Source: an optimization exercise on an open RTL-to-GDS flow (aim: small area and a short achievable clock period). Production flows keep margins and buffers that such runs may drop.
No run shown here included a check of the RTL's function; only the layout flow was run.
In every run shown here, the design's own scripts or RTL, not TritonCTS, make the clock network.
The clock input has no modelled driver; a real chip could not lean on it and would need a root buffer or a full tree.
Power is estimated from default activity; no workload was simulated.

`flow/flow/run.sh`:
```
#!/bin/bash
# The standard ORFS flow (standard.sh), except that the clock tree is built by
# flow/cts_hook.tcl: a two-level tree of root buffers (up to 4 on the clock
# port) feeding leaf buffers at the centres of balanced groups of flip-flops.
set -euo pipefail
here=$(pwd)
export PRE_CTS_TCL=$here/flow/cts_hook.tcl
export MYCTS_LEAVES=${MYCTS_LEAVES:-21}
export MYCTS_ROOTS=${MYCTS_ROOTS:-4}
# port buffers: a plain buffer rather than the delay cell ORFS picks by area
export BUFFER_PORTS_ARGS="-buffer_cell sky130_fd_sc_hd__buf_4"
bash standard.sh finish > "$here/orfs_make.log" 2>&1 || { tail -n 50 "$here/orfs_make.log"; exit 1; }
tail -n 5 "$here/orfs_make.log"
```
`flow/flow/cts_hook.tcl`:
```
# PRE_CTS_TCL hook: build the clock tree by hand (see mycts.tcl) and make
# the clock_tree_synthesis call that cts.tcl makes next do nothing, so the
# rest of cts.tcl (legalisation, timing repair) runs on this tree.
source [file join [file dirname [info script]] mycts.tcl]
mycts_build $::env(MYCTS_LEAVES) $::env(MYCTS_ROOTS) \
  sky130_fd_sc_hd__clkbuf_16 sky130_fd_sc_hd__clkbuf_16
rename clock_tree_synthesis orfs_clock_tree_synthesis
proc clock_tree_synthesis { args } {
  puts "clock tree built by flow/cts_hook.tcl; TritonCTS not run"
  set_propagated_clock [all_clocks]
}
```
`flow/flow/mycts.tcl`:
```
# Two-level clock tree built by hand: root buffer(s) at the middle of the
# sinks, each driving leaf buffers placed at the centres of balanced groups of
# flip-flops (groups made by recursive bisection, so the leaves carry nearly
# equal loads and the registers' clock arrivals stay balanced).
proc mycts_split {pts k} {
  # pts: list of {x y item}; returns a list of k groups
  if {$k <= 1} { return [list $pts] }
  set xs {}; set ys {}
  foreach p $pts { lappend xs [lindex $p 0]; lappend ys [lindex $p 1] }
  set xs [lsort -integer $xs]; set ys [lsort -integer $ys]
  set w [expr {[lindex $xs end] - [lindex $xs 0]}]
  set h [expr {[lindex $ys end] - [lindex $ys 0]}]
  set axis [expr {$w >= $h ? 0 : 1}]
  set sorted [lsort -integer -index $axis $pts]
  set k1 [expr {$k / 2}]
  set n1 [expr {int(round(double([llength $pts]) * $k1 / $k))}]
  return [concat [mycts_split [lrange $sorted 0 [expr {$n1 - 1}]] $k1] \
                 [mycts_split [lrange $sorted $n1 end] [expr {$k - $k1}]]]
}
proc mycts_centre {pts} {
  set sx 0; set sy 0
  foreach p $pts { set sx [expr {$sx + [lindex $p 0]}]; set sy [expr {$sy + [lindex $p 1]}] }
  set n [llength $pts]
  return [list [expr {$sx / $n}] [expr {$sy / $n}]]
}
proc mycts_build {nleaf nroot leafcell rootcell} {
  set block [ord::get_db_block]
  set db [ord::get_db]
  set clknet [$block findNet clk]
  set leaf_m [$db findMaster $leafcell]
  set root_m [$db findMaster $rootcell]
  set pts {}
  foreach it [$clknet getITerms] {
    set bb [[$it getInst] getBBox]
    lappend pts [list [expr {([$bb xMin] + [$bb xMax]) / 2}] [expr {([$bb yMin] + [$bb yMax]) / 2}] $it]
  }
  puts "mycts: [llength $pts] sinks, $nleaf leaves, $nroot roots"
  set groups [mycts_split $pts $nleaf]
  set leaves {}
  set li 0
  foreach g $groups {
    lassign [mycts_centre $g] cx cy
    set inst [odb::dbInst_create $block $leaf_m "clkbuf_leaf_$li"]
    $inst setLocation [expr {$cx - [$leaf_m getWidth] / 2}] [expr {$cy - [$leaf_m getHeight] / 2}]
    $inst setPlacementStatus PLACED
    set net [odb::dbNet_create $block "clknet_leaf_$li"]
    $net setSigType CLOCK
    [$inst findITerm X] connect $net
    foreach p $g {
      set it [lindex $p 2]
      $it disconnect
      $it connect $net
    }
    lappend leaves [list $cx $cy $inst]
    incr li
  }
  set rgroups [mycts_split $leaves $nroot]
  set ri 0
  foreach g $rgroups {
    lassign [mycts_centre $g] cx cy
    set inst [odb::dbInst_create $block $root_m "clkbuf_root_$ri"]
    $inst setLocation [expr {$cx - [$root_m getWidth] / 2}] [expr {$cy - [$root_m getHeight] / 2}]
    $inst setPlacementStatus PLACED
    [$inst findITerm A] connect $clknet
    set net [odb::dbNet_create $block "clknet_root_$ri"]
    $net setSigType CLOCK
    [$inst findITerm X] connect $net
    foreach p $g { [[lindex $p 2] findITerm A] connect $net }
    incr ri
  }
  $clknet setSigType CLOCK
}
```
`flow/standard.sh`:
```
#!/bin/bash
# synth_recipe.tcl (not shown) runs the flow's synth.tcl, then flattens the netlist and writes it again
# the make line also repeats each setting of config.mk as NAME=value (left out here)
make -C /OpenROAD-flow-scripts/flow DESIGN_CONFIG=/design/flow/config.mk WORK_HOME=/design/flow/orfs CLKGATE_MAP_FILE= SYNTH_SCRIPT=/design/flow/synth_recipe.tcl "${@:-finish}"
```
`flow/config.mk`:
```
export PLATFORM = sky130hd
export DESIGN_NAME = fifo_sync
export DESIGN_NICKNAME = fifo_sync
export VERILOG_FILES = /design/flow/design.v
export SDC_FILE = /design/flow/constraint.sdc
export NUM_CORES = 4
export LEC_CHECK = 0
export CAP_MARGIN = 20
export CORE_MARGIN = 2
export CORE_UTILIZATION = 55
export SETUP_SLACK_MARGIN = 2.3
export SLEW_MARGIN = 20
export SYNTH_HIERARCHICAL = 1
export SYNTH_MINIMUM_KEEP_SIZE = 0
export TNS_END_PERCENT = 5
```
`flow/constraint.sdc`:
```
create_clock -name core_clock -period 4.0 [get_ports {clk}]
set_input_delay 0.8000 -clock core_clock [delete_from_list [all_inputs] [get_ports {clk}]]
set_output_delay 0.8000 -clock core_clock [all_outputs]
set_load 0.01 [all_outputs]
```
`flow/design.v`:
```
`timescale 1ns/1ps
module fifo_sync #(
     parameter Depth = 64,
     parameter Width = 8)
    (input clk,
     input  resetn,
     input [Width-1:0] data_in,
     input wr_en, rd_en,
     output [Width-1:0] data_out,
     output empty, full);
     reg  [7:0] ta;
     reg  [6:0] tb;
     reg        nempty;       
     reg        full_r;       
     wire [7:0] ta_n;
     wire [6:0] tb_n;
     wire       nempty_n, full_n;
     fifo_cnt cnt (
        .wr_en(wr_en), .rd_en(rd_en), .ta(ta), .tb(tb), .nempty(nempty),
        .ta_n(ta_n), .tb_n(tb_n), .nempty_n(nempty_n), .full_n(full_n),
        .full_r(full_r));
     always @(posedge clk or negedge resetn)
        if (!resetn) begin
           ta      <= 8'b0;
           tb      <= 7'b0;
           nempty  <= 1'b0;
           full_r  <= 1'b0;
        end else begin
           ta      <= ta_n;
           tb      <= tb_n;
           nempty  <= nempty_n;
           full_r  <= full_n;
        end
     assign empty = ~nempty;
     assign full  = full_r;
     wire [Depth:0] vn;
     genvar i;
     generate
        for (i = 0; i < Depth; i = i + 1) begin : dec
           wire a_gt  = ta[i / 8];
           wire a_ge  = (i / 8 == 0) ? 1'b1 : ta[(i / 8 + 7) % 8];
           wire b_gt  = (i % 8 == 7) ? 1'b0 : tb[i % 8 % 7];
           assign vn[i] = ~(a_gt | (a_ge & b_gt));
        end
     endgenerate
     assign vn[Depth] = 1'b1;
     wire rd_n = ~rd_en;
     reg  [Width-1:0] mem [0:Depth-1];
     generate
        for (i = 0; i < Depth; i = i + 1) begin : ent
           wire hold, shift, load;
           wire [Width-1:0] next;
           fifo_nor2 h (.a(rd_en), .b(vn[i]), .y(hold));
           if (i + 1 < Depth) begin : mid
              fifo_nor2 s (.a(rd_n), .b(vn[i+1]), .y(shift));
              fifo_ao21 l (.a(rd_en), .b(vn[i+1]), .c(vn[i]), .y(load));
              assign next = mem[(i + 1) % Depth];
           end else begin : last
              assign shift = 1'b0;
              assign load  = rd_en | vn[i];
              assign next  = {Width{1'b0}};
           end
           wire [Width-1:0] d;
           fifo_sel #(.Width(Width)) sel (
              .hold(hold), .shift(shift), .load(load),
              .cur(mem[i]), .nxt(next), .din(data_in), .d(d));
           always @(posedge clk)
              mem[i] <= d;
        end
     endgenerate
     assign data_out = mem[0];
endmodule
module fifo_sel #(
     parameter Width = 8)
    (input hold, shift, load,
     input [Width-1:0] cur, nxt, din,
     output [Width-1:0] d);
     assign d = ({Width{hold}}  & cur)
              | ({Width{shift}} & nxt)
              | ({Width{load}}  & din);
endmodule
module fifo_nor2 (input a, b, output y);
     assign y = ~(a | b);
endmodule
module fifo_ao21 (input a, b, c, output y);
     assign y = (a & b) | c;
endmodule
module fifo_cnt (
     input        wr_en, rd_en,
     input  [7:0] ta,
     input  [6:0] tb,
     input        nempty, full_r,
     output [7:0] ta_n,
     output [6:0] tb_n,
     output       nempty_n, full_n);
     wire do_read  = rd_en & nempty;
     wire do_write = wr_en & ~ta[7];
     wire up   = do_write & ~do_read;
     wire down = do_read & ~do_write;
     wire [6:0] tb_inc = tb[6] ? 7'b0 : {tb[5:0], 1'b1};
     wire [7:0] ta_inc = tb[6] ? {ta[6:0], 1'b1} : ta;
     wire [6:0] tb_dec = tb[0] ? {1'b0, tb[6:1]} : 7'b1111111;
     wire [7:0] ta_dec = tb[0] ? ta : {1'b0, ta[7:1]};
     assign tb_n     = up ? tb_inc : down ? tb_dec : tb;
     assign ta_n     = up ? ta_inc : down ? ta_dec : ta;
     assign nempty_n = up | (down ? (ta[0] | tb[1]) : nempty);
     assign full_n   = up ? (ta[6] & tb[6]) : (~down & full_r);
endmodule
```
==> results.toml, run 1 <==
[outcome]
status = "timing/DRC/antenna clean"

[critical_path]
crit_type = "flop to output pin"
critPathMaxFanout = 4
worst_path_max_delay_cell = "dfrtp_2"
r2r_slack_ns = 2.29
cpLargestDelayFamily = "flip-flops"
crit_required_ns = 3.20
r2r-end = "mem[32][1]$_DFF_P_"
setup.worst_path.start = "nempty$_DFF_PN0_"
crit_cells = 2
path_buf_inv = 2
max_stage_delay_ns = 0.45
critPathCapture = "empty"
endpoint_kind = "output pin"
worstPathArrival_ns = 0.99
r2r_cells = 4
start_kind = "flop"
rr_startpoint = "tb[0]$_DFF_PN0_"
path_cells = "inv_2 -> buf_6"

[run]
max_cap_viol_count = 0

[sta]
hold_viol_final = 0
worst_pin_slew_ns = 0.999
timing.hold.ws_ns = 0.295
setup_ws_ns = 2.21
slew_headroom_pct = 33.4
finalSetupViolCount = 0
skew_ns = 0.0264
maxClockFrequency_ghz = 0.557
rsz0062_at_grt = "yes"
period_share_pct = 44.8
min_period_ns = 1.79
fin_setup_tns_ns = 0
drv_slew = 0

[yosys]
yosysWarnings = 9
yosys.area.top_type_share_pct = 50.6
yosys-top-cells-area = "dfxtp_1 (51%), a222oi_1 (25%), inv_1 (9.8%)"
synth_top_cell_by_area = "dfxtp_1"
synth_area_um2 = 20300
yosysSeqAreaShare_pct = 52.7
synth-seq-cells = 529
synth_cells = 2014
avgSynthCellArea_um2 = 10.1
synth_cell_types = 32

[pwr]
powerDensity_nw_per_um2 = 881
seq_power_share_pct = 50.5
cellLeakagePower_nw = 10.9
p_comb_share_pct = 36.0
internal-power_mw = 12.5
p_sw_share_pct = 36.9
ir_drop_uv = 483
power.total_mw = 19.8
power_switching_mw = 7.32
clockPowerShare_pct = 13.5

[die]
ios = 22
die_y_um = 196
start_util_pct = 55.6
core_um2 = 36400
dieArea_um2 = 38400
die_w_um = 196
rows = 70

[detailed_routing]
drt_iter0_markers = 3299
vias_per_cell = 6.88
drcViolationCount = 0
drt_wl_total_mm = 56.4
wl_per_cell_um = 23.2
first_pass_iters = 11
ant_nets = 0
vias = 16700

[placement]
port_buffers = 21
postPlaceCellArea_um2 = 20300
pre_cts_slack_ns = 0.860
place_inst = 2364
dpl.hpwl_mm = 31.2
gp_congestion = 0.782

[final_layout]
final_cell_mix = "inv_1 (529), a222oi_1 (512), dfxtp_1 (512), nor2_2 (79), nor2_1 (44)"
final_cell_area_um2 = 22500
nets = 1973
stdcell_count = 2428
synthToLayoutAreaGrowth_pct = 11.2
drive_gt1_share_pct = 15.2
nFillCells = 3047
final_common_cell = "inv_1"
utilization_pct = 61.8

[global_routing]
grt_pass1_wl_mm = 85.2
gr-total-overflow = 0
first_global_vias = 15300
grt_use_total_pct = 27.1
grt_max_degree = 65
antenna_found_initial = 1

[clock_network]
cts_hold_buf = 0
clock_latency_ns = 0.36
clkTransAtPathRegs_ns = 0.10

[hold_path]
hold_class = "input pin to async pin"
## power by group through the flow
stage	registers [mW]	logic (mW)	clock network, mW
after floorplan	9.08	5.59	0
after global placement	10.0	5.88	0
after detailed placement	10.1	6.11	0
after CTS	10.0	6.29	2.75
after global routing	10.3	8.02	2.93
final	10.0	7.15	2.67
## per-module statistics from Yosys (local to each module, per instance), a selection
module	cells inside	cell area, um2	flops+latches
fifo_sync	612	11200	529
fifo_nor2	1	3.75	0
fifo_cnt	60	455	0
fifo_ao21	1	7.51	0
## worst min path at each step
stage	start	to	slack [ns]
2_1_floorplan	mem[1][6]$_DFF_P_	mem[0][6]$_DFF_P_	0.44
3_3_place_gp	mem[38][6]$_DFF_P_	mem[37][6]$_DFF_P_	0.45
3_5_place_dp	mem[13][6]$_DFF_P_	mem[12][6]$_DFF_P_	0.46
4_1_cts	resetn	ta[6]$_DFF_PN0_	0.28
5_1_grt	resetn	ta[6]$_DFF_PN0_	0.29
6_report	resetn	ta[6]$_DFF_PN0_	0.29
## registers in the layout, summed over array words and instances, names as in the netlist
| register | flops |
|---|---|
| full_r | 1 |
| mem | 512 |
| nempty | 1 |
| ta | 8 |
| tb | 7 |
## area by class of cell
cell class / instances / area [um2] / area share (%)
repair buffers: 60 / 883 / 3.92
inverters: 531 / 2000 / 8.87
multi-input cells: 813 / 7680 / 34.1
diodes: 1 / 2.50 / 0.0111
flip-flops and latches: 529 / 10700 / 47.7
plain buffers: 25 / 626 / 2.78
repair inverters: 1 / 7.51 / 0.0333
well taps: 468 / 586 / 2.60
## timing repair
action | 4_1_cts | 5_1_grt
gates resized for setup | 116 | 166
pin swaps | 7 | 31
endpoints found under the setup margin | 530 | 518
gates cloned | 8 | 7
buffers inserted | 8 | 15
## metal layers
metal,vias up,GRT usage [%],routed length (um)
met3,71,1.93,3980
met5,-,0,0
met2,652,45.5,26200
met4,0,6.20,1170
met1,8350,38.4,25100
li1,7631,-,-
## logic make-up (layout without fill, tap and decap cells)
kind of cell              count (synthesis)  after routing  share of synthesized area (%)
AOI/OAI and AO/OA                       646            646                           30.3
xor gates and xnor gates                  1              1                         0.0803
buffers and inverters                   680            617                           13.8
DFF                                     529            529                           52.7
muxes                                     1              1                         0.0494
other                                     1             10                         0.0185
and+or+nand+nor                         156            156                           3.13
## Yosys cell counts
library cell  instances
a211o_1               5
a21o_1               63
a21oi_1              37
a21oi_2              12
a222oi_1            512
a311oi_2              6
a31oi_1               1
and2_1                1
buf_2                 6
buf_4                 1
buf_6                 8
clkbuf_1              4
clkbuf_2            130
conb_1                1
dfrtp_1              17
dfxtp_1             512
inv_1               531
mux2i_1               1
nand2_1               2
nand2b_1              2
nand3_1               2
nand4_1               1
nor2_1              134
nor2b_1               1
nor4_1               12
o211ai_1              1
o221a_2               6
o22ai_1               1
o2bb2ai_1             1
o31ai_1               1
or3_1                 1
xnor2_2               1
==> inputs of run 2 (changes only) <==
--- a/flow/design.v
+++ b/flow/design.v
@@ -12,26 +12,29 @@
      reg  [6:0] tb;
      reg        nempty;       
      reg        full_r;       
+     reg        nempty_o;     
      wire [7:0] ta_n;
      wire [6:0] tb_n;
-     wire       nempty_n, full_n;
+     wire       nempty_n, nempty_o_n, full_n;
      fifo_cnt cnt (
         .wr_en(wr_en), .rd_en(rd_en), .ta(ta), .tb(tb), .nempty(nempty),
         .ta_n(ta_n), .tb_n(tb_n), .nempty_n(nempty_n), .full_n(full_n),
-        .full_r(full_r));
+        .full_r(full_r), .nempty_o(nempty_o), .nempty_o_n(nempty_o_n));
      always @(posedge clk or negedge resetn)
         if (!resetn) begin
            ta      <= 8'b0;
            tb      <= 7'b0;
            nempty  <= 1'b0;
+           nempty_o <= 1'b0;
            full_r  <= 1'b0;
         end else begin
            ta      <= ta_n;
            tb      <= tb_n;
            nempty  <= nempty_n;
+           nempty_o <= nempty_o_n;
            full_r  <= full_n;
         end
-     assign empty = ~nempty;
+     assign empty = ~nempty_o;
      assign full  = full_r;
      wire [Depth:0] vn;
      genvar i;
@@ -89,10 +92,10 @@
      input        wr_en, rd_en,
      input  [7:0] ta,
      input  [6:0] tb,
-     input        nempty, full_r,
+     input        nempty, full_r, nempty_o,
      output [7:0] ta_n,
      output [6:0] tb_n,
-     output       nempty_n, full_n);
+     output       nempty_n, full_n, nempty_o_n);
      wire do_read  = rd_en & nempty;
      wire do_write = wr_en & ~ta[7];
      wire up   = do_write & ~do_read;
@@ -104,5 +107,6 @@
      assign tb_n     = up ? tb_inc : down ? tb_dec : tb;
      assign ta_n     = up ? ta_inc : down ? ta_dec : ta;
      assign nempty_n = up | (down ? (ta[0] | tb[1]) : nempty);
+     assign nempty_o_n = up | (down ? (ta[0] | tb[1]) : nempty_o);
      assign full_n   = up ? (ta[6] & tb[6]) : (~down & full_r);
 endmodule
--- a/flow/config.mk
+++ b/flow/config.mk
@@ -8,8 +8,7 @@
 export CAP_MARGIN = 20
 export CORE_MARGIN = 2
 export CORE_UTILIZATION = 55
-export SETUP_SLACK_MARGIN = 2.3
+export SETUP_SLACK_MARGIN = 2.25
 export SLEW_MARGIN = 20
 export SYNTH_HIERARCHICAL = 1
 export SYNTH_MINIMUM_KEEP_SIZE = 0
-export TNS_END_PERCENT = 5
==> run 2 against run 1 <==
Sequential share of layout area is 0.43 points lower; worst setup slack better by 0.040 ns; largest power group unchanged; critical path depth is 2 higher; sequential cell count is 1 higher; clock skew is 0.0074 ns higher; global-route usage is 1.2 points lower; sequential power hardly changed; hold slack worse by 0.0020 ns.
==> results.toml, run 2 <==
[critical_path]
r2r-end = "mem[10][7]$_DFF_P_"
setup.worst_path.start = "tb[2]$_DFF_PN0_"
r2r_cells = 4
worstPathArrival_ns = 1.98
crit_type = "flop to flop"
crit_required_ns = 4.23
critPathMaxFanout = 11
r2r_slack_ns = 2.25
rr_startpoint = "tb[2]$_DFF_PN0_"
start_kind = "flop"
endpoint_kind = "flop"

[pwr]
ir_drop_uv = 555
cellLeakagePower_nw = 11.1
powerDensity_nw_per_um2 = 880

[clock_network]
cts_hold_buf = 0
clkTransAtPathRegs_ns = 0.10
clock_latency_ns = 0.37

[sta]
drv_slew = 0
skew_ns = 0.0338
rsz0062_at_grt = "yes"
fin_setup_tns_ns = 0
min_period_ns = 1.75
timing.hold.ws_ns = 0.293
period_share_pct = 43.8
hold_viol_final = 0
finalSetupViolCount = 0
setup_ws_ns = 2.25
maxClockFrequency_ghz = 0.570
worst_pin_slew_ns = 0.926
slew_headroom_pct = 38.3

[detailed_routing]
vias = 16400
vias_per_cell = 6.72
drcViolationCount = 0
drt_iter0_markers = 3113
drt_wl_total_mm = 53.4
first_pass_iters = 12
ant_nets = 0
wl_per_cell_um = 21.9

[die]
rows = 70
die_w_um = 196
die_y_um = 196
dieArea_um2 = 38400
start_util_pct = 55.7
ios = 22
core_um2 = 36400

[yosys]
synth-seq-cells = 530
synth_area_um2 = 20300
synthTopCellsByCount = "inv_1 (530), a222oi_1 (512), dfxtp_1 (512), nor2_1 (134), clkbuf_2 (130)"
yosys.area.top_type_share_pct = 50.5
synth-edff-count = 0
async_reset_ff_share_pct = 3.40
ys.flop_type = "dfxtp_1"
yosysWarnings = 9
synth.most_common_cell = "inv_1"
synth_cells = 2023
yosys-top-cells-area = "dfxtp_1 (51%), a222oi_1 (25%), inv_1 (9.8%)"
yosysSeqAreaShare_pct = 52.8
avgSynthCellArea_um2 = 10.0
synth_cell_types = 34
synth_top_cell_by_area = "dfxtp_1"

[global_routing]
antenna_found_initial = 0
grt_use_total_pct = 25.9
grt_max_degree = 65
grt_pass1_wl_mm = 82.3
gr-total-overflow = 0
first_global_vias = 15300

[final_layout]
nets = 1990
final_cell_mix = "inv_1 (528), a222oi_1 (512), dfxtp_1 (512), nor2_4 (61), a21o_1 (49)"
num_antenna_cells = 0
final_common_cell = "inv_1"
top_register = "mem"
nFillCells = 3015
multi_input_area_um2 = 7910
drive_gt1_share_pct = 15.1
seqCellArea_um2 = 10800
reg_top3 = "mem x512, ta x8, tb x7"
synthToLayoutAreaGrowth_pct = 12.3
stdcell_count = 2444
largest_register_ffs = 512

[placement]
gp_congestion = 0.756
dpl.hpwl_mm = 30.7
place_inst = 2372
pre_cts_slack_ns = 1.23
port_buffers = 21

[outcome]
status = "timing/DRC/antenna clean"

[hold_path]
hold_class = "input pin to async pin"

[run]
max_cap_viol_count = 0
[run 2: repair_timing]
item                                    CTS  global route
buffers inserted                          2            36
gates resized for setup                 168           156
endpoints found under the hold margin     0             0
gates cloned                              5             4
endpoints found under the setup margin  532           500
pin swaps                                 0            25
[run 2: Yosys stat by module (local to each module, per instance), excerpt]
| module | cells | copies in the design | cell area (um2) |
|---|---|---|---|
| fifo_sync | 613 | 1 | 11200 |
| fifo_cnt | 68 | 1 | 459 |
| fifo_ao21 | 1 | 63 | 7.51 |
| fifo_nor2 | 1 | 127 | 3.75 |
[run 2: critical path, cell delays in order, from the launching register on]
cell and delay, ns:
dfrtp_4 0.65, a21oi_2 0.36, nor2_2 0.16, a222oi_1 0.39, inv_1 0.06
[run 2: layout make-up]
class | instances | area share [%]
Inverter | 530 | 8.75
Sequential cell | 530 | 47.2
Buffer | 25 | 2.75
Tap cell | 468 | 2.57
Multi-Input combinational cell | 820 | 34.7
Timing Repair Buffer | 71 | 3.97
[run 2: logic make-up (layout without fill, tap and decap cells)]
logic type | count (synthesis) | after routing | share of synthesized area (%)
XOR/XNOR | 1 | 1 | 0.0432
AND/OR/NAND/NOR | 160 | 160 | 3.24
flip-flops | 530 | 530 | 52.8
AO/OA/AOI/OAI | 649 | 649 | 30.1
other | 1 | 9 | 0.0185
multiplexers | 1 | 1 | 0.0494
buffers and inverters | 681 | 626 | 13.8
[run 2: how the worst max path moves through the flow]
stage	end	slack, ns
floorplan	mem[12][0]$_DFF_P_	2.03
finish	mem[10][7]$_DFF_P_	2.25
global route	mem[10][7]$_DFF_P_	2.18
detailed placement	mem[31][0]$_DFF_P_	1.23
global placement	mem[56][0]$_DFF_P_	1.28
CTS	mem[45][5]$_DFF_P_	2.22
[run 2: power by group]
group | internal [mW] | switching [mW] | leakage (nW) | total [mW]
combinational | 3.45 | 3.88 | 6.29 | 7.33
sequential | 8.02 | 2.01 | 4.48 | 10.0
clock | 1.13 | 1.54 | 0.308 | 2.68
[run 2: metal layers]
metal / up-vias / wire [um] / GRT usage, % / part of all wire (%)
li1: 7666 / - / - / -
met1: 8121 / 23400 / 35.5 / 44
met2: 570 / 25600 / 44.8 / 48
met3: 70 / 3480 / 2.63 / 6.5
met4: 0 / 1020 / 5.16 / 1.9
met5: - / 0 / 0 / 0
[run 2: per-stage QoR]
step / util, % / total power, mW / cell area [um2]
2_1_floorplan: - / 14.7 / 20300
3_3_place_gp: 55.7 / 15.9 / 20300
3_5_place_dp: 55.7 / 16.2 / 20300
4_1_cts: 59.3 / 19.1 / 21600
5_1_grt: 62.5 / 21.4 / 22800
6_report: 62.5 / 20.0 / 22800
==> inputs of run 3 (changes only) <==
--- a/flow/config.mk
+++ b/flow/config.mk
@@ -7,7 +7,7 @@
 export LEC_CHECK = 0
 export CAP_MARGIN = 20
 export CORE_MARGIN = 2
-export CORE_UTILIZATION = 55
+export CORE_UTILIZATION = 50
 export SETUP_SLACK_MARGIN = 2.25
 export SLEW_MARGIN = 20
 export SYNTH_HIERARCHICAL = 1
==> run 3 against run 2 <==
Combinational power is 1% lower; die area grew 9.8%; via count is 1.7% higher; maximum frequency is 0.24% lower; register-to-register slack hardly changed; clock power about the same; final cell count increased by 2.6%; synthesized cell count did not move; largest cell class unchanged; clock skew up 0.0034 ns; power decreased by 0.26%; critical path type is now flop to output pin; critical path depth down 2; sequential share of layout area increased by 0.42 points.
==> results.toml, run 3 <==
[pwr]
power.total_mw = 20.0
internal-power_mw = 12.6
clockPowerShare_pct = 13.4
p_comb_share_pct = 36.2
p_sw_share_pct = 37.1
powerDensity_nw_per_um2 = 885
ir_drop_uv = 565
seq_power_share_pct = 50.4
cellLeakagePower_nw = 11.0
power_switching_mw = 7.41

[critical_path]
rr_startpoint = "ta[2]$_DFF_PN0_"
crit_required_ns = 3.20
r2r_slack_ns = 2.25
r2r-end = "mem[24][1]$_DFF_P_"
path_cells = "inv_2 -> buf_6"
cpLargestDelayFamily = "flip-flops"
worstPathArrival_ns = 0.96
worst_path_max_delay_cell = "dfrtp_2"
crit_type = "flop to output pin"
critPathMaxFanout = 2
path_buf_inv = 2
r2r_cells = 5
start_kind = "flop"
max_stage_delay_ns = 0.47
endpoint_kind = "output pin"

[detailed_routing]
first_pass_iters = 17
vias_per_cell = 6.66
wl_per_cell_um = 22.2
vias = 16700
drt_iter0_markers = 3033
drcViolationCount = 0
drt_wl_total_mm = 55.8
ant_nets = 0

[sta]
drv_slew = 0
hold_viol_final = 0
timing.hold.ws_ns = 0.290
worst_pin_slew_ns = 1.01
min_period_ns = 1.76
period_share_pct = 43.9
setup_ws_ns = 2.24
rsz0062_at_grt = "yes"
skew_ns = 0.0372
maxClockFrequency_ghz = 0.569
slew_headroom_pct = 32.8
fin_setup_tns_ns = 0
finalSetupViolCount = 0

[yosys]
synth_top_cell_by_area = "dfxtp_1"
yosys-mux-area-fraction_pct = 0.0494
yosysSeqAreaShare_pct = 52.8
ys.flop_type = "dfxtp_1"
synth-simple-area-share_pct = 3.24
synth_cell_types = 34
synth_area_um2 = 20300
avgSynthCellArea_um2 = 10.0
synth-seq-cells = 530
synth-edff-count = 0
synth_cells = 2023
synth-xor-area-share_pct = 0.0432
synthAdderAreaFrac_pct = 0
synth.most_common_cell = "inv_1"
synth_compound_area_share_pct = 30.1
yosys-top-cells-area = "dfxtp_1 (51%), a222oi_1 (25%), inv_1 (9.8%)"
synthTopCellsByCount = "inv_1 (530), a222oi_1 (512), dfxtp_1 (512), nor2_1 (134), clkbuf_2 (130)"
async_reset_ff_share_pct = 3.40
synth_top_family_by_area = "compound AO/OA/AOI/OAI gates"
yosysWarnings = 9
yosys.area.top_type_share_pct = 50.5

[placement]
dpl.hpwl_mm = 31.8
port_buffers = 21
postPlaceCellArea_um2 = 20400
gp_congestion = 0.766
pre_cts_slack_ns = 1.46
place_inst = 2430

[hold_path]
hold_class = "input pin to async pin"

[final_layout]
nets = 1996
largest_register_ffs = 512
utilization_pct = 56.6
num_antenna_cells = 0
final_cell_mix = "inv_1 (528), a222oi_1 (512), dfxtp_1 (510), nor2_2 (89), buf_4 (47)"
drive_gt1_share_pct = 15.3
final_cell_area_um2 = 22600
stdcell_count = 2507
reg_top3 = "mem x512, ta x8, tb x7"
final_common_cell = "inv_1"
top_register = "mem"
synthToLayoutAreaGrowth_pct = 11.4

[clock_network]
cts_hold_buf = 0
clock_latency_ns = 0.36
clkTransAtPathRegs_ns = 0.10

[global_routing]
grt_use_total_pct = 24.1
grt_max_degree = 65
first_global_vias = 15400
grt_pass1_wl_mm = 83.4
gr-total-overflow = 0
antenna_found_initial = 0

[die]
start_util_pct = 50.8
ios = 22
die_y_um = 205
dieArea_um2 = 42200
rows = 73
die_w_um = 205
core_um2 = 39900

[outcome]
status = "timing/DRC/antenna clean"

[run]
max_cap_viol_count = 0
-- run 3: cell count changes in the layout (fill, tap and decap cells not counted), moves of 4 or more --
| cell | change |
|---|---|
| a21o_1 | -4 |
| a21o_4 | +6 |
| a21oi_2 | +9 |
| a21oi_4 | -9 |
| buf_4 | +6 |
| buf_6 | +5 |
| nor2_1 | +5 |
| nor2_2 | +44 |
| nor2_4 | -49 |
-- run 3: cell families after synthesis --
kind of cell              count (synthesis)
AOI/OAI and AO/OA                       649
muxes                                     1
xor gates and xnor gates                  1
DFF                                     530
and+or+nand+nor                         160
other                                     1
buffers and inverters                   681
-- run 3: per-layer routing --
| metal | wire length (um) | up-vias | GRT usage (%) |
|---|---|---|---|
| met5 | 0 | - | 0 |
| met4 | 1170 | 0 | 5.65 |
| met3 | 4500 | 82 | 2.28 |
| met2 | 26300 | 669 | 41.0 |
| met1 | 23800 | 8302 | 33.1 |
| li1 | - | 7654 | - |
-- run 3: repair_timing --
| action | in CTS | in global routing |
|---|---|---|
| cloned | 1 | 8 |
| buffers inserted | 1 | 42 |
| endpoints found under the setup margin | 529 | 515 |
| pin swaps | 0 | 21 |
| gates resized for setup | 118 | 153 |
-- run 3: power by group through the flow --
stage,Combinational [mW],Sequential (mW),Clock [mW]
4_1_cts,6.28,10.1,2.75
2_1_floorplan,5.58,9.12,0
6_report,7.23,10.1,2.67
3_5_place_dp,6.11,10.1,0
5_1_grt,8.08,10.3,2.96
3_3_place_gp,5.85,10.1,0
-- run 3: per-module statistics from Yosys, one instance, submodules excluded, excerpt --
module	flip-flops and latches	copies in the design	cells inside	area [um2]
fifo_ao21	0	63	1	7.51
fifo_cnt	0	1	68	459
fifo_nor2	0	127	1	3.75
fifo_sync	530	1	613	11200
-- run 3: area by class of cell --
| type | instances | area (um2) |
|---|---|---|
| Buffer | 25 | 626 |
| Fill cell | 3454 | 17300 |
| Inverter | 530 | 1990 |
| Multi-Input combinational cell | 820 | 7630 |
| Sequential cell | 530 | 10800 |
| Tap cell | 525 | 657 |
| Timing Repair Buffer | 77 | 921 |
-- run 3: how the worst max path moves through the flow --
stage,start,endpoint,slack [ns],cells past startpoint
floorplan,rd_en,mem[12][0]$_DFF_P_,2.03,5
global placement,rd_en,mem[45][6]$_DFF_P_,1.53,5
detailed placement,rd_en,mem[52][6]$_DFF_P_,1.46,5
CTS,rd_en,mem[25][5]$_DFF_P_,2.16,6
global route,ta[5]$_DFF_PN0_,mem[54][6]$_DFF_P_,2.16,5
finish,nempty_o$_DFF_PN0_,empty,2.24,2
==> inputs of run 4 (changes only) <==
--- a/flow/config.mk
+++ b/flow/config.mk
@@ -8,7 +8,8 @@
 export CAP_MARGIN = 20
 export CORE_MARGIN = 2
 export CORE_UTILIZATION = 50
-export SETUP_SLACK_MARGIN = 2.25
+export SETUP_SLACK_MARGIN = 2.3
 export SLEW_MARGIN = 20
 export SYNTH_HIERARCHICAL = 1
 export SYNTH_MINIMUM_KEEP_SIZE = 0
+export TNS_END_PERCENT = 5
==> run 4 against run 3 <==
Sequential share of layout area shrank 1.4 points; global-route usage down 0.53 points; sequential cell count unchanged; combinational power rose by 7.3%; critical path depth did not move; first-iteration DRC count rose by 1.3%; register-to-register slack about the same; worst setup slack improved by 0.0049 ns; critical path type unchanged; largest cell class unchanged; largest power group unchanged; highest routed layer unchanged.
==> results.toml, run 4 <==
[sta]
maxClockFrequency_ghz = 0.570
fin_setup_tns_ns = 0
rsz0062_at_grt = "yes"
slew_headroom_pct = 39.7
timing.hold.ws_ns = 0.295
hold_viol_final = 0
finalSetupViolCount = 0
drv_slew = 0
min_period_ns = 1.75
worst_pin_slew_ns = 0.904
skew_ns = 0.0324
period_share_pct = 43.8

[global_routing]
gr-total-overflow = 0
global_route.usage.met1_pct = 30.8
first_global_vias = 15600
grt_pass1_wl_mm = 82.6
busiest_layer = "met2"
grt.met2_usage_pct = 42.7
antenna_found_initial = 0
met3_usage_pct = 1.58
grt_max_degree = 65
grt_use_total_pct = 23.6

[final_layout]
reg_top3 = "mem x512, ta x8, tb x7"
nFillCells = 3334
top_register = "mem"
synthToLayoutAreaGrowth_pct = 14.6
nets = 2004
largest_register_ffs = 512
final_cell_mix = "inv_1 (528), a222oi_1 (512), dfxtp_1 (512), nor2_4 (71), buf_4 (50)"
drive_gt1_share_pct = 15.9
utilization_pct = 58.2
final_common_cell = "inv_1"
num_antenna_cells = 0

[pwr]
power_switching_mw = 7.50
power.total_mw = 20.3
ir_drop_uv = 456
cellLeakagePower_nw = 11.2
powerDensity_nw_per_um2 = 873
clockPowerShare_pct = 13.3
seq_power_share_pct = 48.5
p_sw_share_pct = 37.0
internal-power_mw = 12.8
p_comb_share_pct = 38.2

[detailed_routing]
drcViolationCount = 0
first_pass_iters = 11
drt_wl_total_mm = 53.3
wl_per_cell_um = 21.2
ant_nets = 0
drt_iter0_markers = 3071
vias = 16500
vias_per_cell = 6.57

[yosys]
avgSynthCellArea_um2 = 10.0
synth_top_cell_by_area = "dfxtp_1"
synth-seq-cells = 530
synth_cells = 2023
yosysWarnings = 9
synth.most_common_cell = "inv_1"
async_reset_ff_share_pct = 3.40
yosys-top-cells-area = "dfxtp_1 (51%), a222oi_1 (25%), inv_1 (9.8%)"
synth-edff-count = 0
synth_area_um2 = 20300
ys.flop_type = "dfxtp_1"
synthTopCellsByCount = "inv_1 (530), a222oi_1 (512), dfxtp_1 (512), nor2_1 (134), clkbuf_2 (130)"
yosys.area.top_type_share_pct = 50.5
synth_cell_types = 34
yosysSeqAreaShare_pct = 52.8

[critical_path]
r2r_cells = 5
critPathMaxFanout = 2
worstPathArrival_ns = 0.95
crit_required_ns = 3.20
endpoint_kind = "output pin"
r2r_slack_ns = 2.26
r2r-end = "mem[10][0]$_DFF_P_"
start_kind = "flop"
crit_type = "flop to output pin"
rr_startpoint = "ta[0]$_DFF_PN0_"

[clock_network]
clock_latency_ns = 0.36
cts_hold_buf = 0
clkTransAtPathRegs_ns = 0.10

[hold_path]
hold_class = "input pin to async pin"

[outcome]
status = "timing/DRC/antenna clean"

[die]
die_w_um = 205
die_y_um = 205
dieArea_um2 = 42200
start_util_pct = 50.8
ios = 22
core_um2 = 39900
rows = 73

[run]
max_cap_viol_count = 0

[placement]
gp_congestion = 0.747
dpl.hpwl_mm = 30.6
port_buffers = 21
run 4: cell counts after synthesis:
No cell type changed its count.
run 4: critical path, stage by stage (launching register included):
cell and delay, ns:
dfrtp_1 0.41, inv_2 0.08, buf_4 0.12
run 4: through the flow:
step | cells | cell area, um2 | setup slack [ns]
after floorplan | 2031 | 20300 | 2.03
after global placement | 2431 | 20400 | 1.18
after detailed placement | 2431 | 20400 | 1.15
after CTS | 2471 | 22200 | 2.22
after global routing | 2515 | 23200 | 2.19
final | 2515 | 23200 | 2.25
run 4: kinds of logic (layout without fill, tap and decap cells):
group | Yosys count | count (layout) | synth area share, %
buffers and inverters | 681 | 640 | 13.8
AO/OA/AOI/OAI | 649 | 649 | 30.1
flip-flops | 530 | 530 | 52.8
AND/OR/NAND/NOR | 160 | 160 | 3.24
other | 1 | 9 | 0.0185
XOR/XNOR | 1 | 1 | 0.0432
multiplexers | 1 | 1 | 0.0494
run 4: metal layers:
metal	up-vias	wire, um
li1	7700	-
met2	524	26400
met3	76	2780
met5	-	0
met4	0	1200
met1	8211	23000
run 4: worst max-delay path by stage:
stage / start / to / cells past startpoint
floorplan: rd_en / mem[13][0]$_DFF_P_ / 5
global placement: rd_en / mem[10][0]$_DFF_P_ / 6
detailed placement: rd_en / mem[10][0]$_DFF_P_ / 6
CTS: ta[0]$_DFF_PN0_ / mem[3][6]$_DFF_P_ / 4
global route: ta[5]$_DFF_PN0_ / mem[53][6]$_DFF_P_ / 5
finish: nempty_o$_DFF_PN0_ / empty / 2
run 4: power by group through the flow:
| stage | Combinational, mW | Clock (mW) | Sequential (mW) |
|---|---|---|---|
| final | 7.76 | 2.69 | 9.84 |
| after global placement | 5.88 | 0 | 9.94 |
| after floorplan | 5.58 | 0 | 9.10 |
| after CTS | 6.73 | 2.76 | 9.95 |
| after detailed placement | 6.16 | 0 | 9.98 |
| after global routing | 8.61 | 2.94 | 10.1 |
run 4: layout make-up:
class                           instances  area, um2  share of cell area [%]
Timing Repair Buffer                   85       1110                    4.76
Multi-Input combinational cell        820       8120                    34.9
Inverter                              530       1990                    8.57
Tap cell                              525        657                    2.83
Buffer                                 25        626                    2.69
Sequential cell                       530      10800                    46.2
run 4: what timing repair did:
item                       in CTS  in global routing
pin swaps                       7                 34
resized for setup             250                 97
setup endpoints to repair     532                517
gates cloned                    6                  3
setup buffers                   9                 41
hold endpoints to repair        0                  0
run 4: Yosys stat by module, one instance, submodules excluded, a selection:
module	copies in the design	cell area (um2)	flops+latches
fifo_nor2	127	3.75	0
fifo_ao21	63	7.51	0
fifo_cnt	1	459	0
fifo_sync	1	11200	530
==> inputs of run 5 (changes only) <==
--- a/flow/design.v
+++ b/flow/design.v
@@ -96,17 +96,26 @@
      output [7:0] ta_n,
      output [6:0] tb_n,
      output       nempty_n, full_n, nempty_o_n);
-     wire do_read  = rd_en & nempty;
      wire do_write = wr_en & ~ta[7];
-     wire up   = do_write & ~do_read;
-     wire down = do_read & ~do_write;
      wire [6:0] tb_inc = tb[6] ? 7'b0 : {tb[5:0], 1'b1};
      wire [7:0] ta_inc = tb[6] ? {ta[6:0], 1'b1} : ta;
      wire [6:0] tb_dec = tb[0] ? {1'b0, tb[6:1]} : 7'b1111111;
      wire [7:0] ta_dec = tb[0] ? ta : {1'b0, ta[7:1]};
-     assign tb_n     = up ? tb_inc : down ? tb_dec : tb;
-     assign ta_n     = up ? ta_inc : down ? ta_dec : ta;
-     assign nempty_n = up | (down ? (ta[0] | tb[1]) : nempty);
-     assign nempty_o_n = up | (down ? (ta[0] | tb[1]) : nempty_o);
-     assign full_n   = up ? (ta[6] & tb[6]) : (~down & full_r);
+     wire [17:0] cur = {full_r, nempty_o, nempty, ta, tb};
+     wire [17:0] inc = {ta[6] & tb[6], 1'b1, 1'b1, ta_inc, tb_inc};
+     wire [17:0] dec = {1'b0, ta[0] | tb[1], ta[0] | tb[1], ta_dec, tb_dec};
+     wire [17:0] x0 = do_write ? inc : cur;
+     wire [17:0] x1r = do_write ? cur : dec;
+     wire [17:0] x1 = nempty ? x1r : x0;
+     wire [17:0] nx;
+     genvar k;
+     generate
+        for (k = 0; k < 18; k = k + 1) begin : m
+           fifo_mux2 u (.s(rd_en), .a(x0[k]), .b(x1[k]), .y(nx[k]));
+        end
+     endgenerate
+     assign {full_n, nempty_o_n, nempty_n, ta_n, tb_n} = nx;
 endmodule
+module fifo_mux2 (input s, a, b, output y);
+     assign y = s ? b : a;
+endmodule
--- a/flow/config.mk
+++ b/flow/config.mk
@@ -7,9 +7,8 @@
 export LEC_CHECK = 0
 export CAP_MARGIN = 20
 export CORE_MARGIN = 2
-export CORE_UTILIZATION = 50
-export SETUP_SLACK_MARGIN = 2.3
+export CORE_UTILIZATION = 55
+export SETUP_SLACK_MARGIN = 2.25
 export SLEW_MARGIN = 20
 export SYNTH_HIERARCHICAL = 1
 export SYNTH_MINIMUM_KEEP_SIZE = 0
-export TNS_END_PERCENT = 5
==> run 5 against run 4 <==
Sequential cell count unchanged; power increased by 1.5%; clock skew increased by 0.011 ns; hold slack got worse by 0.0056 ns; maximum frequency decreased by 3.4%; synthesized cell count increased by 2.2%; largest power group unchanged; worst setup slack got worse by 0.061 ns; critical path depth increased by 3; area after synthesis increased by 2.2%; sequential share of layout area decreased by 0.72 points; routed wire length increased by 6.7%; sequential power decreased by 2.5%.
==> results.toml, run 5 <==
[yosys]
avgSynthCellArea_um2 = 10.0
yosysWarnings = 9
synthTopCellsByCount = "inv_1 (526), a222oi_1 (512), dfxtp_1 (512), nor2_1 (136), clkbuf_2 (130)"
yosys.area.top_type_share_pct = 49.5
synth_top_cell_by_area = "dfxtp_1"
synth-seq-cells = 530
async_reset_ff_share_pct = 3.40
synth_area_um2 = 20700
ys.flop_type = "dfxtp_1"
yosysSeqAreaShare_pct = 51.6
synth.most_common_cell = "inv_1"
synth_cell_types = 41
yosys-top-cells-area = "dfxtp_1 (49%), a222oi_1 (25%), inv_1 (9.5%)"
synth_cells = 2067
synth-edff-count = 0

[clock_network]
cts_hold_buf = 0
clkTransAtPathRegs_ns = 0.10
clock_latency_ns = 0.37

[final_layout]
synthToLayoutAreaGrowth_pct = 14.0
reg_top3 = "mem x512, ta x8, tb x7"
largest_register_ffs = 512
nFillCells = 3009
final_common_cell = "inv_1"
top_register = "mem"
utilization_pct = 63.2
nets = 2071
num_antenna_cells = 0
final_cell_mix = "inv_1 (524), a222oi_1 (512), dfxtp_1 (512), nor2_4 (59), buf_4 (57)"
drive_gt1_share_pct = 16.7
final_cell_area_um2 = 23600

[die]
ios = 22
rows = 71
die_y_um = 198
core_um2 = 37400
die_w_um = 198
dieArea_um2 = 39200
start_util_pct = 55.4

[detailed_routing]
drt_iter0_markers = 3069
vias_per_cell = 6.63
wl_met1_mm = 24.4
first_pass_iters = 13
vias = 17000
routed-wl-met2_mm = 27.9
ant_nets = 0
drt_wl_total_mm = 56.9
wl_per_cell_um = 22.2
met3WireLength_mm = 3.74
maxUsedRoutingLayer = "met4"
drcViolationCount = 0

[global_routing]
gr-total-overflow = 0
antenna_found_initial = 0
grt_max_degree = 74
first_global_vias = 15700
grt_pass1_wl_mm = 84.1
grt_use_total_pct = 25.8

[critical_path]
setup.worst_path.start = "ta[7]$_DFF_PN0_"
critPathMaxFanout = 6
r2r-end = "ta[5]$_DFF_PN0_"
path_cells = "buf_6 -> and4bb_4 -> a31oi_4 -> a221o_1 -> mux2_4"
endpoint_kind = "flop"
critPathCapture = "ta[5]$_DFF_PN0_"
crit_required_ns = 4.24
r2r_slack_ns = 2.19
worstPathArrival_ns = 2.05
max_stage_delay_ns = 0.52
rr_startpoint = "ta[7]$_DFF_PN0_"
worst_path_max_delay_cell = "dfrtp_4"
start_kind = "flop"
r2r_cells = 5
crit_type = "flop to flop"

[outcome]
status = "timing/DRC/antenna clean"

[pwr]
powerDensity_nw_per_um2 = 872
power.total_mw = 20.6
ir_drop_uv = 476
cellLeakagePower_nw = 11.3

[sta]
worst_pin_slew_ns = 0.959
period_share_pct = 45.4
finalSetupViolCount = 0
rsz0062_at_grt = "yes"
skew_ns = 0.0438
hold_viol_final = 0
fin_setup_tns_ns = 0
drv_slew = 0
maxClockFrequency_ghz = 0.551
slew_headroom_pct = 36.1
min_period_ns = 1.81
timing.hold.ws_ns = 0.289

[placement]
postPlaceCellArea_um2 = 20800
dpl.hpwl_mm = 31.1
port_buffers = 21
gp_congestion = 0.754

[run]
max_cap_viol_count = 0

[hold_path]
hold_class = "input pin to async pin"
==> run 5: power breakdown <==
part           leakage (nW)  internal, mW  total (mW)  switching [mW]
Combinational          6.48          3.66        8.31            4.65
Sequential             4.52          7.86        9.59            1.74
Clock                 0.308          1.13        2.70            1.56
==> run 5: final cells by class <==
type / instances / area, um2 / area share [%]
well taps: 511 / 639 / 2.71
inverters: 527 / 1980 / 8.39
flip-flops and latches: 530 / 10800 / 45.5
multi-input cells: 868 / 8300 / 35.1
repair inverters: 1 / 7.51 / 0.0318
plain buffers: 25 / 626 / 2.65
repair buffers: 106 / 1320 / 5.60
==> run 5: repair_timing <==
item / 4_1_cts / 5_1_grt
cloned: 3 / 12
setup buffers: 14 / 55
resized for setup: 129 / 172
pin swaps: 0 / 18
endpoints found under the setup margin: 532 / 516
==> run 5: cell families (layout without fill, tap and decap cells) <==
| logic type | count (synthesis) | count (layout) | synth area share [%] |
|---|---|---|---|
| compound gates | 663 | 663 | 29.7 |
| other cells | 1 | 9 | 0.0181 |
| mux | 24 | 24 | 1.63 |
| flops | 530 | 530 | 51.6 |
| xor+xnor | 1 | 1 | 0.0423 |
| buf+inv | 677 | 659 | 13.4 |
| simple gates | 171 | 171 | 3.54 |
==> run 5: metrics by stage <==
stage	std cells	setup WS (ns)
after floorplan	2075	2.03
after global placement	2459	1.58
after detailed placement	2459	1.51
after CTS	2501	2.17
after global routing	2568	2.11
final	2568	2.19
==> run 5: worst min-delay path by stage <==
stage / startpoint / end / slack (ns) / depth (start not counted)
after CTS: resetn / ta[7]$_DFF_PN0_ / 0.29 / 1
after detailed placement: mem[35][6]$_DFF_P_ / mem[34][6]$_DFF_P_ / 0.45 / 2
final: resetn / ta[7]$_DFF_PN0_ / 0.29 / 1
after global routing: resetn / ta[7]$_DFF_PN0_ / 0.29 / 1
after floorplan: mem[1][6]$_DFF_P_ / mem[0][6]$_DFF_P_ / 0.44 / 2
after global placement: mem[39][6]$_DFF_P_ / mem[38][6]$_DFF_P_ / 0.45 / 2
==> run 5: worst max-delay path: cells and delay by family (launching register included) <==
| kind | cells | cell delay, ns |
|---|---|---|
| mux | 1 | 0.26 |
| flops | 1 | 0.52 |
| simple gates | 1 | 0.34 |
| buf+inv | 1 | 0.14 |
| compound gates | 2 | 0.42 |
==> run 5: per-layer routing <==
layer | vias up | track usage, %
met5 | - | 0
met4 | 0 | 4.18
met3 | 62 | 2.23
met2 | 564 | 45.5
met1 | 8520 | 34.9
li1 | 7890 | -
==> run 5: per-module statistics from Yosys, one instance, submodules excluded, excerpt <==
module,cells,times used
fifo_cnt,94,1
fifo_ao21,1,63
fifo_mux2,1,18
fifo_nor2,1,127
fifo_sync,613,1

[separate check: timing with driven ports]
No port has a modelled driver above. Below, the same layouts with a new extraction and two added sets of constraints.
Step 1: set_driving_cell puts a clkbuf_16 on clk and a buf_2 on each other input, an assumption about the parent block.
Step 2, shift: input delay + t, output delay - t, t = (earliest + latest rising clock arrival at the registers) / 2. This alone moves slack from input paths to output paths.
Three values: ideal ports, drivers, drivers and shift; two values: the first two.
| run | shift t [ns] | slack for setup (ns) | worst setup path at the end |
|---|---|---|---|
| run 1 | 0.469 | 2.206 / 2.084 / 1.696 | input to register |
| run 2 | 0.470 | 2.246 / 2.124 / 1.654 | input to register |
| run 3 | 0.458 | 2.242 / 2.129 / 1.694 | input to register |
| run 4 | 0.464 | 2.247 / 2.130 / 1.769 | input to register |
| run 5 | 0.471 | 2.186 / 2.134 / 1.814 | input to register |
After both steps every run listed still meets setup and hold. For run 2, which loses most, drivers alone change the setup slack by -0.122 ns; drivers and shift together by -0.592 ns.
